What follows belongs to an exercise in optimizing a design on an open flow for small area; a production flow would make more cautious choices.
The RTL was checked by simulation tests, not by an equivalence proof against the original design.
No driver is modelled on the clock port, so clock power and skew are understated where the tree is cut down; a real chip needs a root buffer or a tree.

==> flow/design.v <==
module STI_DAC(clk ,reset, load, pi_data, pi_length, pi_fill, pi_msb, pi_low, pi_end,
	       so_data, so_valid,
	       pixel_finish, pixel_dataout, pixel_addr,
	       pixel_wr);
input		clk, reset;
input		load, pi_msb, pi_low, pi_end;
input	[15:0]	pi_data;
input	[1:0]	pi_length;
input		pi_fill;
output		so_data;
output reg	so_valid;
output		pixel_finish;
output reg	pixel_wr;
output reg [7:0] pixel_addr;
output reg [7:0] pixel_dataout;
reg [4:0] k;
reg done;
wire [1:0] b = k[4:3];
wire last = (k[2:0] == 3'd7) && (b == pi_length);
wire df = ~(pi_fill ^ pi_msb);
reg zero, second;
always @(*) begin
	case (pi_length)
		2'd0: begin zero = 1'b0; second = 1'b0; end
		2'd1: begin zero = 1'b0; second = b[0]; end
		2'd2: begin zero = df ? b[1] : (b == 2'd0); second = df ? b[0] : ~b[0]; end
		default: begin zero = ~(df ^ b[1]); second = b[0]; end
	endcase
end
wire hi = (pi_length == 2'd0) ? pi_low : (pi_msb ^ second);
wire [2:0] ib = k[2:0] ^ {3{pi_msb}};
assign so_data = ~zero & pi_data[{hi, ib}];
assign pixel_finish = done | (pixel_wr & (&pixel_addr));
always @(posedge clk or posedge reset) begin
	if (reset) begin
		so_valid <= 1'b0;
		pixel_wr <= 1'b0;
		pixel_addr <= 8'd0;
		done <= 1'b0;
	end
	else begin
		so_valid <= so_valid ? ~last : load;
		pixel_wr <= so_valid ? (k[2:0] == 3'd7) : (pi_end & ~pixel_finish);
		pixel_addr <= pixel_addr + {7'd0, pixel_wr};
		done <= pixel_finish;
	end
end
always @(posedge clk) begin
	k <= so_valid ? k + 5'd1 : 5'd0;
	pixel_dataout <= so_valid ? {pixel_dataout[6:0], so_data} : 8'd0;
end
endmodule
clock: 5.0 ns
lec_check: 0
cap_margin: 20
core_area: 2.3 2.72 57.5 59.84
die_area: 0 0 59.8 62.56
slew_margin: 20
standard.sh (not shown) runs the stock make flow with config.mk's settings and CLKGATE_MAP_FILE= SYNTH_SCRIPT=/design/flow/synth_recipe.tcl, a recipe that flattens the netlist after the stock synthesis.
==> flow/flow/run.sh <==
#!/bin/bash
# Standard ORFS layout, with these changes: the ABC step of the standard synthesis
# maps for area (flow/area.script) with no adder cells, the port buffers are buf_1 cells, and the
# clock reaches the registers through a single buffer (flow/cts.tcl) instead of
# CTS's tree.
set -euo pipefail
W=$(pwd)
cat > "$W/area_synth.tcl" <<EOT
proc abc {args} {
  set i [lsearch -exact \$args -script]
  if {\$i >= 0} { lset args [expr {\$i + 1}] $W/flow/area.script }
  yosys abc {*}\$args
}
source $W/synth_recipe.tcl
EOT
export CLOCK_BUFFER_CELL=sky130_fd_sc_hd__clkbuf_8 CLOCK_BUFFER_COUNT=2
bash standard.sh SYNTH_SCRIPT="$W/area_synth.tcl" \
  BUFFER_PORTS_ARGS="-buffer_cell sky130_fd_sc_hd__buf_1" \
  ADDER_MAP_FILE= PRE_CTS_TCL="$W/flow/cts.tcl" finish > "$W/standard.log" 2>&1
==> flow/flow/cts.tcl <==
# Clock distribution in place of CTS's tree: the registers are split by
# position into CLOCK_BUFFER_COUNT groups, and one clock buffer placed at the
# centre of each group drives its clock pins. The clock port drives only these
# buffers. cts.tcl then legalises them and repairs timing as usual.
set block [ord::get_db_block]
set dbu [$block getDbUnitsPerMicron]
set flops {}
foreach inst [$block getInsts] {
  if {[[$inst getMaster] isSequential]} {
    set b [$inst getBBox]
    lappend flops [list [$inst getName] [expr {([$b xMin] + [$b xMax]) / 2.0 / $dbu}] \
      [expr {([$b yMin] + [$b yMax]) / 2.0 / $dbu}]]
  }
}
# split the registers in k groups of near equal size by recursive bisection
# along the wider side
proc clock_groups {flops k} {
  if {$k <= 1 || [llength $flops] <= 1} { return [list $flops] }
  set xs [lmap f $flops {lindex $f 1}]
  set ys [lmap f $flops {lindex $f 2}]
  set wx [expr {[tcl::mathfunc::max {*}$xs] - [tcl::mathfunc::min {*}$xs]}]
  set wy [expr {[tcl::mathfunc::max {*}$ys] - [tcl::mathfunc::min {*}$ys]}]
  set sorted [lsort -real -index [expr {$wx >= $wy ? 1 : 2}] $flops]
  set k1 [expr {$k / 2}]
  set n1 [expr {int(round(double([llength $flops]) * $k1 / $k))}]
  return [concat [clock_groups [lrange $sorted 0 [expr {$n1 - 1}]] $k1] \
    [clock_groups [lrange $sorted $n1 end] [expr {$k - $k1}]]]
}
set g 0
foreach group [clock_groups $flops $::env(CLOCK_BUFFER_COUNT)] {
  set pins {}
  set xs 0.0
  set ys 0.0
  foreach f $group {
    lappend pins [get_pins [lindex $f 0]/CLK]
    set xs [expr {$xs + [lindex $f 1]}]
    set ys [expr {$ys + [lindex $f 2]}]
  }
  set x [expr {$xs / [llength $group]}]
  set y [expr {$ys / [llength $group]}]
  insert_buffer -buffer_cell $::env(CLOCK_BUFFER_CELL) -net clk -load_pins $pins \
    -location [list $x $y] -buffer_name clkbuf_$g -net_name clknet_$g
  puts "clock buffer $g: $::env(CLOCK_BUFFER_CELL) at $x $y drives [llength $group] registers"
  incr g
}
foreach it [[$block findNet clk] getITerms] {
  [[[$it getInst] findITerm X] getNet] setSigType CLOCK
}
puts "the clock port drives [llength [[$block findNet clk] getITerms]] pins"
set_propagated_clock [all_clocks]
proc clock_tree_synthesis {args} { puts "clock_tree_synthesis skipped: the clock buffers are in place" }
Other scripts of this flow, unchanged in this note and not shown: flow/flow/area.script
Next try:
--- a/flow/flow/run.sh
+++ b/flow/flow/run.sh
@@ -16 +16 @@
-export CLOCK_BUFFER_CELL=sky130_fd_sc_hd__clkbuf_8 CLOCK_BUFFER_COUNT=2
+export CLOCK_BUFFER_CELL=sky130_fd_sc_hd__clkbuf_4 CLOCK_BUFFER_COUNT=3
The changed run ran to the end with no violations; setup slack stays flat; wire length came out lower by 0.78%; maximum frequency stays flat.
Next try:
--- a/flow/flow/run.sh
+++ b/flow/flow/run.sh
@@ -16 +16 @@
-export CLOCK_BUFFER_CELL=sky130_fd_sc_hd__clkbuf_4 CLOCK_BUFFER_COUNT=3
+export CLOCK_BUFFER_CELL=sky130_fd_sc_hd__clkbuf_4 CLOCK_BUFFER_COUNT=2
- PLACE_DENSITY: not set -> 0.9
What happened: Flip-flop and latch count does not change. Clock skew stays flat. Via count came out lower by a few percent. Fmax climbs by a few percent.
Next try:
- PLACE_DENSITY: 0.9 -> not set
Outcome:
- routed wire length increases by 3.2%
- sequential cell count stays the same
- final area does not change
- utilization does not change
No run of this note takes its clock network from TritonCTS; it comes from the design's own scripts or RTL.

==> what the ideal ports hide <==
The results above use ideal ports. As a check the final layouts listed here were re-extracted and re-timed, cells and wires unchanged. Step 1 sets driving cells, clkbuf_16 on the clock port and buf_2 on the other inputs (assumed; they add their load-dependent delay and slew). Step 2 moves the port delays by t, midway between the first and last clock arrival at a register: inputs arrive t later, outputs are due t later. That takes back most of the time a late clock gives input paths. Three values: no drivers, after step 1, after step 2; two values: the first two.
run | shift t [ns] | setup WS [ns] | worst setup path after step 2 | worst data-port slew with drivers (ns)
the first run | 0.166 | 1.097 / 1.074 / 1.074 | input to output | 0.03
the second run | 0.175 | 1.100 / 1.077 / 1.077 | input to output | 0.03
the third run | 0.199 | 1.188 / 1.165 / 1.165 | input to output | 0.03
the fourth run | 0.197 | 1.100 / 1.077 / 1.077 | input to output | 0.03
After both steps setup and hold are still met in every run listed.
